From an optimization exercise on the open Yosys and OpenROAD flow, aimed at small area and a short achievable clock period; shortcuts taken in it are not production practice. In this exercise RTL edits were held to simulation tests only and were not proved equivalent to the original.

$ cat flow/flow/run.sh
#!/bin/bash
# The standard layout (the standard.sh, unchanged synthesis and steps).
# Only difference: the port buffers that global placement inserts on every
# input and output use sky130_fd_sc_hd__buf_2 instead of the resizer's pick.
cp standard.sh standard.sh.txt
export BUFFER_PORTS_ARGS="-buffer_cell sky130_fd_sc_hd__buf_2"
bash standard.sh > standard.log 2>&1
$ cat flow/design.v
module uart_circle_area (
  input         clock,
  input         reset,
  input         rx_i,
  output [7:0]  rx_data,
  output [31:0] area_o,
  output reg    rx_data_valid,
  output reg    rx_error
);
  localparam IDLE = 4'b0000, CHECK_STOP = 4'b0001, ERROR = 4'b0010;
  reg [3:0]  state;
  reg [7:0]  shift;
  reg [17:0] acc;
  reg [2:0]  vg;
  wire       in_data = state[3];
  wire [2:0] cnt     = state[2:0];
  wire       in_cs   = (state == CHECK_STOP);
  wire       in_idle = (state == IDLE);
  always @(posedge clock) begin
    if (reset) begin
      state <= IDLE;
      shift <= 8'd0;
      rx_data_valid <= 1'b0;
      vg <= 3'b000;
      rx_error <= 1'b0;
    end else begin
      rx_error <= (state == ERROR);
      rx_data_valid <= in_cs ? rx_i : (in_idle & rx_data_valid);
      vg[0] <= in_cs ? rx_i : (in_idle & vg[0]);
      vg[1] <= in_cs ? rx_i : (in_idle & vg[1]);
      vg[2] <= in_cs ? rx_i : (in_idle & vg[2]);
      if (in_data) begin
        shift <= {rx_i, shift[7:1]};
        state <= (cnt == 3'd7) ? CHECK_STOP : state + 4'd1;
      end else if (in_cs) begin
        state <= rx_i ? IDLE : ERROR;
      end else if (in_idle) begin
        if (!rx_i) state <= 4'b1000;
      end else begin
        if (rx_i) state <= IDLE;
      end
    end
  end
  wire [7:0] mask = {cnt != 3'd0, cnt > 3'd1, cnt > 3'd2, cnt > 3'd3,
                     cnt > 3'd4, cnt > 3'd5, cnt > 3'd6, 1'b0};
  wire [7:0] sp   = shift & mask;
  wire [6:0] ahi  = (cnt == 3'd0) ? 7'd0 : acc[17:11];
  wire [8:0] sum  = {2'b00, ahi} + {1'b0, sp} + 9'd128;
  wire [17:0] area;
  wire [15:0] s = acc[17:2];
  wire s1 = s[12] ^ s[8];
  wire c2 = s[12] & s[8];
  wire s3 = s[13] ^ s[9];
  wire c4 = s[13] & s[9];
  wire s5, c6;
  kmul_fa u_s5 (.a(s[14]), .b(s[10]), .ci(s[7]), .s(s5), .co(c6));
  wire s7, c8;
  kmul_fa u_s7 (.a(s[15]), .b(s[11]), .ci(s[8]), .s(s7), .co(c8));
  wire s9 = s[12] ^ s[9];
  wire c10 = s[12] & s[9];
  wire s11 = s[13] ^ s[10];
  wire c12 = s[13] & s[10];
  wire s13 = s[14] ^ s[11];
  wire c14 = s[14] & s[11];
  wire s15 = s[15] ^ s[12];
  wire c16 = s[15] & s[12];
  wire s17 = s[15] ^ s[4];
  wire c18 = s[15] & s[4];
  wire s19 = s[7] ^ s[3];
  wire c20 = s[7] & s[3];
  wire s21 = s[8] ^ s[4];
  wire c22 = s[8] & s[4];
  wire s23, c24;
  kmul_fa u_s23 (.a(s[9]), .b(s[5]), .ci(s[2]), .s(s23), .co(c24));
  wire s25, c26;
  kmul_fa u_s25 (.a(s[10]), .b(s[6]), .ci(s[3]), .s(s25), .co(c26));
  wire s27, c28;
  kmul_fa u_s27 (.a(s[11]), .b(s[7]), .ci(s[4]), .s(s27), .co(c28));
  wire s29, c30;
  kmul_fa u_s29 (.a(s[5]), .b(s[0]), .ci(s1), .s(s29), .co(c30));
  wire s31, c32;
  kmul_fa u_s31 (.a(s[6]), .b(s3), .ci(c2), .s(s31), .co(c32));
  wire s33, c34;
  kmul_fa u_s33 (.a(s[2]), .b(s5), .ci(c4), .s(s33), .co(c34));
  wire s35, c36;
  kmul_fa u_s35 (.a(s[3]), .b(s7), .ci(c6), .s(s35), .co(c36));
  wire s37, c38;
  kmul_fa u_s37 (.a(s[4]), .b(s9), .ci(c8), .s(s37), .co(c38));
  wire s39, c40;
  kmul_fa u_s39 (.a(s[5]), .b(s11), .ci(c10), .s(s39), .co(c40));
  wire s41, c42;
  kmul_fa u_s41 (.a(s[6]), .b(s13), .ci(c12), .s(s41), .co(c42));
  wire s43, c44;
  kmul_fa u_s43 (.a(s[7]), .b(s15), .ci(c14), .s(s43), .co(c44));
  wire s45, c46;
  kmul_fa u_s45 (.a(s[13]), .b(s[8]), .ci(c16), .s(s45), .co(c46));
  wire s47 = s[14] ^ s[9];
  wire c48 = s[14] & s[9];
  wire s49 = s[15] ^ s[10];
  wire c50 = s[15] & s[10];
  wire s51, c52;
  kmul_fa u_s51 (.a(~s[9]), .b(s[11]), .ci(s[0]), .s(s51), .co(c52));
  wire s53 = s[10] ^ s[12];
  wire c54 = ~s[10] & s[12];
  wire s55, c56;
  kmul_fa u_s55 (.a(~s[11]), .b(s[13]), .ci(s[2]), .s(s55), .co(c56));
  wire s57, c58;
  kmul_fa u_s57 (.a(~s[12]), .b(s[14]), .ci(s[3]), .s(s57), .co(c58));
  wire s59, c60;
  kmul_fa u_s59 (.a(~s[13]), .b(s[0]), .ci(s17), .s(s59), .co(c60));
  wire s61, c62;
  kmul_fa u_s61 (.a(~s[14]), .b(s[5]), .ci(c18), .s(s61), .co(c62));
  wire s63, c64;
  kmul_fa u_s63 (.a(~s[15]), .b(s[6]), .ci(s[2]), .s(s63), .co(c64));
  wire s65, c66;
  kmul_fa u_s65 (.a(1'b1), .b(s[0]), .ci(s19), .s(s65), .co(c66));
  wire s67, c68;
  kmul_fa u_s67 (.a(1'b1), .b(s21), .ci(c20), .s(s67), .co(c68));
  wire s69, c70;
  kmul_fa u_s69 (.a(1'b1), .b(s23), .ci(c22), .s(s69), .co(c70));
  wire s71, c72;
  kmul_fa u_s71 (.a(~s[0]), .b(s25), .ci(c24), .s(s71), .co(c72));
  wire s73, c74;
  kmul_fa u_s73 (.a(1'b1), .b(s27), .ci(c26), .s(s73), .co(c74));
  wire s75, c76;
  kmul_fa u_s75 (.a(~s[2]), .b(s29), .ci(c28), .s(s75), .co(c76));
  wire s77, c78;
  kmul_fa u_s77 (.a(~s[3]), .b(s31), .ci(c30), .s(s77), .co(c78));
  wire s79, c80;
  kmul_fa u_s79 (.a(~s[4]), .b(s33), .ci(c32), .s(s79), .co(c80));
  wire s81, c82;
  kmul_fa u_s81 (.a(~s[5]), .b(s35), .ci(c34), .s(s81), .co(c82));
  wire s83, c84;
  kmul_fa u_s83 (.a(~s[6]), .b(s37), .ci(c36), .s(s83), .co(c84));
  wire s85, c86;
  kmul_fa u_s85 (.a(~s[7]), .b(s39), .ci(c38), .s(s85), .co(c86));
  wire s87, c88;
  kmul_fa u_s87 (.a(~s[8]), .b(s41), .ci(c40), .s(s87), .co(c88));
  wire s89, c90;
  kmul_fa u_s89 (.a(~s[9]), .b(s43), .ci(c42), .s(s89), .co(c90));
  wire s91, c92;
  kmul_fa u_s91 (.a(~s[10]), .b(s45), .ci(c44), .s(s91), .co(c92));
  wire s93, c94;
  kmul_fa u_s93 (.a(~s[11]), .b(s47), .ci(c46), .s(s93), .co(c94));
  wire s95, c96;
  kmul_fa u_s95 (.a(~s[12]), .b(s49), .ci(c48), .s(s95), .co(c96));
  wire s97, c98;
  kmul_fa u_s97 (.a(~s[13]), .b(s[11]), .ci(c50), .s(s97), .co(c98));
  wire s99 = s[14] ^ s[12];
  wire c100 = ~s[14] & s[12];
  wire s101 = s[15] ^ s[13];
  wire c102 = ~s[15] & s[13];
  wire p103 = s[10] ^ s[8];
  wire g104 = s[10] & s[8];
  wire p105 = s51 ^ s[8];
  wire g106 = s51 & ~s[8];
  wire p107 = s53 ^ c52;
  wire g108 = ~s53 & c52;
  wire p109 = s55 ^ c54;
  wire g110 = s55 & c54;
  wire p111 = s57 ^ c56;
  wire g112 = s57 & c56;
  wire p113 = s59 ^ c58;
  wire g114 = s59 & c58;
  wire p115 = s61 ^ c60;
  wire g116 = s61 & c60;
  wire p117 = s63 ^ c62;
  wire g118 = s63 & c62;
  wire p119 = s65 ^ c64;
  wire g120 = s65 & c64;
  wire p121 = s67 ^ c66;
  wire g122 = s67 & c66;
  wire p123 = s69 ^ c68;
  wire g124 = s69 & c68;
  wire p125 = s71 ^ c70;
  wire g126 = s71 & c70;
  wire p127 = s73 ^ c72;
  wire g128 = s73 & c72;
  wire p129 = s75 ^ c74;
  wire g130 = s75 & c74;
  wire p131 = s77 ^ c76;
  wire g132 = s77 & c76;
  wire p133 = s79 ^ c78;
  wire g134 = s79 & c78;
  wire p135 = s81 ^ c80;
  wire g136 = s81 & c80;
  wire p137 = s83 ^ c82;
  wire g138 = s83 & c82;
  wire p139 = s85 ^ c84;
  wire g140 = s85 & c84;
  wire p141 = s87 ^ c86;
  wire g142 = s87 & c86;
  wire p143 = s89 ^ c88;
  wire g144 = s89 & c88;
  wire p145 = s91 ^ c90;
  wire g146 = s91 & c90;
  wire p147 = s93 ^ c92;
  wire g148 = s93 & c92;
  wire p149 = s95 ^ c94;
  wire g150 = s95 & c94;
  wire p151 = s97 ^ c96;
  wire g152 = s97 & c96;
  wire p153 = s99 ^ c98;
  wire g154 = ~s99 & c98;
  wire p155 = s101 ^ c100;
  wire g156 = ~s101 & c100;
  wire p157 = s[14] ^ c102;
  wire g158 = ~s[14] & c102;
  wire p159 = s[15] ^ s[14];
  wire g160 = ~s[15] & s[14];
  wire G161 = g106 | (~p105 & g104);
  wire P162 = ~p105 & p103;
  wire G163 = g108 | (~p107 & G161);
  wire P164 = ~p107 & P162;
  wire G165 = g110 | (p109 & G163);
  wire P166 = p109 & P164;
  wire G167 = g112 | (p111 & G165);
  wire P168 = p111 & P166;
  wire G169 = g114 | (p113 & G167);
  wire P170 = p113 & P168;
  wire G171 = g116 | (p115 & G169);
  wire P172 = p115 & P170;
  wire G173 = g118 | (p117 & G171);
  wire P174 = p117 & P172;
  wire G175 = g120 | (p119 & G173);
  wire P176 = p119 & P174;
  wire G177 = g122 | (p121 & G175);
  wire P178 = p121 & P176;
  wire G179 = g124 | (p123 & G177);
  wire P180 = p123 & P178;
  wire G181 = g126 | (p125 & G179);
  wire P182 = p125 & P180;
  wire G183 = g128 | (p127 & G181);
  wire P184 = p127 & P182;
  wire G185 = g132 | (p131 & g130);
  wire P186 = p131 & p129;
  wire G187 = g136 | (p135 & g134);
  wire P188 = p135 & p133;
  wire G189 = g140 | (p139 & g138);
  wire P190 = p139 & p137;
  wire G191 = g144 | (p143 & g142);
  wire P192 = p143 & p141;
  wire G193 = g148 | (p147 & g146);
  wire P194 = p147 & p145;
  wire G195 = g152 | (p151 & g150);
  wire P196 = p151 & p149;
  wire G197 = g156 | (~p155 & g154);
  wire P198 = ~p155 & ~p153;
  wire G199 = g160 | (~p159 & g158);
  wire P200 = ~p159 & ~p157;
  wire G201 = G185 | (P186 & G183);
  wire P202 = P186 & P184;
  wire G203 = G189 | (P190 & G187);
  wire P204 = P190 & P188;
  wire G205 = G193 | (P194 & G191);
  wire P206 = P194 & P192;
  wire G207 = G197 | (P198 & G195);
  wire P208 = P198 & P196;
  wire G209 = G203 | (P204 & G201);
  wire P210 = P204 & P202;
  wire G211 = G207 | (P208 & G205);
  wire P212 = P208 & P206;
  wire G213 = G211 | (P212 & G209);
  wire P214 = P212 & P210;
  wire G215 = G205 | (P206 & G209);
  wire P216 = P206 & P210;
  wire G217 = G187 | (P188 & G201);
  wire P218 = P188 & P202;
  wire G219 = G191 | (P192 & G209);
  wire P220 = P192 & P210;
  wire G221 = G195 | (P196 & G215);
  wire P222 = P196 & P216;
  wire G223 = G199 | (P200 & G213);
  wire P224 = P200 & P214;
  wire G225 = g130 | (p129 & G183);
  wire P226 = p129 & P184;
  wire G227 = g134 | (p133 & G201);
  wire P228 = p133 & P202;
  wire G229 = g138 | (p137 & G217);
  wire P230 = p137 & P218;
  wire G231 = g142 | (p141 & G209);
  wire P232 = p141 & P210;
  wire G233 = g146 | (p145 & G219);
  wire P234 = p145 & P220;
  wire G235 = g150 | (p149 & G215);
  wire P236 = p149 & P216;
  wire G237 = g154 | (~p153 & G221);
  wire P238 = ~p153 & P222;
  wire G239 = g158 | (~p157 & G213);
  wire P240 = ~p157 & P214;
  wire x241 = p125 ^ G179;
  wire x242 = p127 ^ G181;
  wire x243 = p129 ^ G183;
  wire x244 = p131 ^ G225;
  wire x245 = p133 ^ G201;
  wire x246 = p135 ^ G227;
  wire x247 = p137 ^ G217;
  wire x248 = p139 ^ G229;
  wire x249 = p141 ^ G209;
  wire x250 = p143 ^ G231;
  wire x251 = p145 ^ G219;
  wire x252 = p147 ^ G233;
  wire x253 = p149 ^ G215;
  wire x254 = p151 ^ G235;
  wire x255 = ~p153 ^ G221;
  wire x256 = ~p155 ^ G237;
  wire x257 = ~p157 ^ G213;
  wire x258 = ~p159 ^ G239;
  assign area = {x258, x257, x256, x255, x254, x253, x252, x251, x250, x249, x248, x247, x246, x245, x244, x243, x242, x241};
  wire [17:0] keep = in_cs ? area : acc;
  wire [8:0]  hi0  = in_data ? {2'b00, ahi} : keep[17:9];
  wire [8:0]  lo   = in_data ? acc[10:2] : keep[8:0];
  wire        take = in_data & rx_i;
  always @(posedge clock)
    acc <= {take ? sum : hi0, lo};
  assign rx_data = shift;
  assign area_o  = {14'd0, acc & {{6{vg[2]}}, {6{vg[1]}}, {6{vg[0]}}}};
endmodule
module kmul_fa(input a, input b, input ci, output s, output co);
  assign s  = a ^ b ^ ci;
  assign co = (a & b) | (a & ci) | (b & ci);
endmodule
$ cat flow/constraint.sdc
create_clock -name core_clock -period 24.0 [get_ports {clock}]
set_input_delay 4.8000 -clock core_clock [delete_from_list [all_inputs] [get_ports {clock}]]
set_output_delay 4.8000 -clock core_clock [all_outputs]
set_load 0.01 [all_outputs]
$ cat flow/standard.sh
#!/bin/bash
# synth_recipe.tcl (not shown) runs the flow's synth.tcl, then flattens the netlist and writes it again
# the make line also repeats each setting of config.mk as NAME=value (left out here)
make -C /OpenROAD-flow-scripts/flow DESIGN_CONFIG=/design/flow/config.mk WORK_HOME=/design/flow/orfs CLKGATE_MAP_FILE= SYNTH_SCRIPT=/design/flow/synth_recipe.tcl "${@:-finish}"
$ cat flow/config.mk
export PLATFORM = sky130hd
export DESIGN_NAME = uart_circle_area
export DESIGN_NICKNAME = uart_circle_area
export VERILOG_FILES = /design/flow/design.v
export SDC_FILE = /design/flow/constraint.sdc
export NUM_CORES = 4
export LEC_CHECK = 0
export ABC_AREA = 1
export CAP_MARGIN = 20
export CORE_MARGIN = 2
export CORE_UTILIZATION = 40
export SLEW_MARGIN = 20
export SYNTH_HIERARCHICAL = 1
==> out/results.ini <==
[yosys]
yosysTopAreaCellShare_pct = 24.9
synth_area_leaders = fa_1, ha_1, edfxtp_1
yosysTopAreaCell = fa_1
synthTopCellsByCount = nand2_1, inv_1, ha_1, fa_1
ys.flop_type = edfxtp_1
synth.most_common_cell = nand2_1
ys_ff_latch = 35
ys.warnings.count = 7
synth.avg_cell_area_sq_um = 9.13
synth.distinct_cells = 36
synth-seq-area-share_pct = 22.8
synth-edff-count = 18
synth-async-reset-ratio_pct = 0
netlist_instances = 422
netlist_area_sq_mm = 0.00385

[floorplanning]
core-area_sq_mm = 0.00928
num_rows = 35
pin_count = 45
dieArea_sq_mm = 0.0104
die-height_um = 102
initial_utilization_pct = 41.5
die_w_um = 102

[drt]
drt_wl_total_um = 8260
drt_iter0_drc = 101
wl_per_cell_um = 14.1
via_count = 2796
post_drt_via_cell_ratio = 4.76
drc = 0
drtAntennaViolNets = 0
dr.pass1.iters = 6

[critical_path]
r2r_slack_ns = 18.75
critical_path_class = flip-flop to primary output
worstPathMaxFanout = 7
r2r_cells = 39
crit_path_start = acc[13]$_DFFE_PP_
arrival_ns = 1.23
timing.rr.end = acc[16]$_DFFE_PP_
worstReg2RegStart = acc[11]$_DFFE_PP_
cp-start-kind = flip-flop
required_ns = 19.20
cp-endpoint = area_o[13]
crit_path_end_kind = primary output

[clocking]
clock_latency_ns = 0.29
cts_root_buf = clkbuf_8
ctsResizeCount = 0
cts_tree = yes
cts_setup_buffers = 0
cts_num_sinks = 35
hold_buffers = 0
clockBufferDepth = 2
cts_buffers = 5
htree_levels = 2
path_clk_slew_ns = 0.08

[timing]
final.min_clock_period_ns = 6.03
hold_viol = 0
clock_skew_ns = 0.00822
slew_headroom_pct = 49.4
fmax_mhz = 166
tns_ns = 0
rsz0062_at_grt = no
setup_viol = 0
worstMarginPinSlew_ns = 0.755
drv_slew = 0
period_share_pct = 25.1

[placement]
dp.final_hpwl_um = 6660
io_buffers = 30
gp_congestion = 0.855

[global_routing]
grtUsageMet3_pct = 2.67
met1_usage_pct = 23.9
grt_pass1_wl_um = 14000
gr-max-usage-layer = met2
antenna_found_initial = 0
use_met2_pct = 28.9
groute.usage.overall_pct = 17.2
grt_start_max_net_pins = 31
grt_pass1_vias = 2849
grt-ovfl-total = 0

[finish]
final_core_util_pct = 45.2
drive_gt1_share_pct = 11.6
areaGrowthSynthToFinish_pct = 8.89
n_antenna_cell = 0
nNetsFinal = 558

[job]
timing.max_cap.violations = 0

[hold_path]
worstHoldPathType = flip-flop to flip-flop

[run_status]
status = no timing/DRC/antenna violations

## layer usage
metal	up-vias	share of wire, %
met5	-	0
met4	0	0.76
met3	8	3.2
met2	54	48
met1	1333	48
li1	1401	-
## through the flow
step	std cells	hold slack, ns	instance area (sq um)	worst slack [ns]
2_1_floorplan	438	0.484	3920	18.40
3_5_place_dp	579	0.456	4120	18.13
6_report	587	0.463	4200	17.97
4_1_cts	587	0.466	4200	17.94
3_3_place_gp	579	0.447	4120	18.16
5_1_grt	587	0.503	4200	17.80
## modules after synthesis (local to each module, per instance)
module	flops+latches	cell area, sq um
kmul_fa	0	20.0
uart_circle_area	35	3110
## layout make-up
class,count,area [sq um]
Sequential cell,35,881
Fill cell,923,5090
Inverter,65,244
Multi-Input combinational cell,317,2660
Timing Repair Buffer,33,173
Tap cell,129,161
Clock inverter,2,8.76
Clock buffer,6,72.6
## registers in the layout (all words and copies together) (netlist names)
register,count
state,4
shift,8
acc,18
rx_error,1
vg,3
rx_data_valid,1
## logic make-up after synthesis
group                    after synthesis  synth area share, %
AND/OR/NAND/NOR                      128                 14.1
multiplexers                           1                0.292
XOR/XNOR                               9                 2.04
buffers and inverters                 86                 9.77
flip-flops                            35                 22.8
adder cells (fa/ha/maj)               98                 41.2
other                                  2                0.195
AO/OA/AOI/OAI                         63                 9.64
## worst min-delay path by stage
stage,from,cells after the start,to,slack [ns]
finish,shift[0]$_SDFFE_PP0P_,2,shift[0]$_SDFFE_PP0P_,0.46
global route,shift[0]$_SDFFE_PP0P_,2,shift[0]$_SDFFE_PP0P_,0.50
CTS,shift[0]$_SDFFE_PP0P_,2,shift[0]$_SDFFE_PP0P_,0.47
detailed placement,shift[0]$_SDFFE_PP0P_,2,shift[0]$_SDFFE_PP0P_,0.46
global placement,shift[0]$_SDFFE_PP0P_,2,shift[0]$_SDFFE_PP0P_,0.45
floorplan,rx_data_valid$_SDFF_PP0_,2,rx_data_valid$_SDFF_PP0_,0.48
## placed cells by master, fill, tap and decap left out, types with 17 or more instances in the layout
| master | count |
|---|---|
| conb_1 | 18 |
| a21oi_1 | 22 |
| dfxtp_1 | 17 |
| ha_1 | 50 |
| nor2_1 | 22 |
| buf_2 | 30 |
| o21ai_0 | 22 |
| inv_1 | 64 |
| nand2_1 | 83 |
| fa_1 | 48 |
| edfxtp_1 | 18 |
## critical path, stage by stage, from the launching register on
cell and delay (ns):
edfxtp_1 0.64, nand2_1 0.11, inv_1 0.06, buf_2 0.12

[static timing again, ports no longer ideal]
Ports are ideal in the flow. The routed layout listed here was re-timed in OpenROAD. Step 1: set_driving_cell puts a clkbuf_16 on clock and a buf_2 on each other input, an assumption about the parent block. Step 2 adds t to the input delays and takes it off the output delays; t is the mean of the earliest and latest rising clock arrival at the registers after step 1. Input paths then give back, and output paths get back, about the clock's delay inside the block. Three values: ideal, step 1, step 2; two values: the first two.
t (ns): 0.312
setup WS [ns]: 17.969 / 17.941 / 18.115
worst hold slack (ns): 0.463 / 0.463 / 0.463
worst register clock-pin slew, ns: 0.08 / 0.08
After both steps setup and hold are still met in this run. The setup slack of this run moves by -0.028 ns with the drivers and by +0.146 ns with both steps.
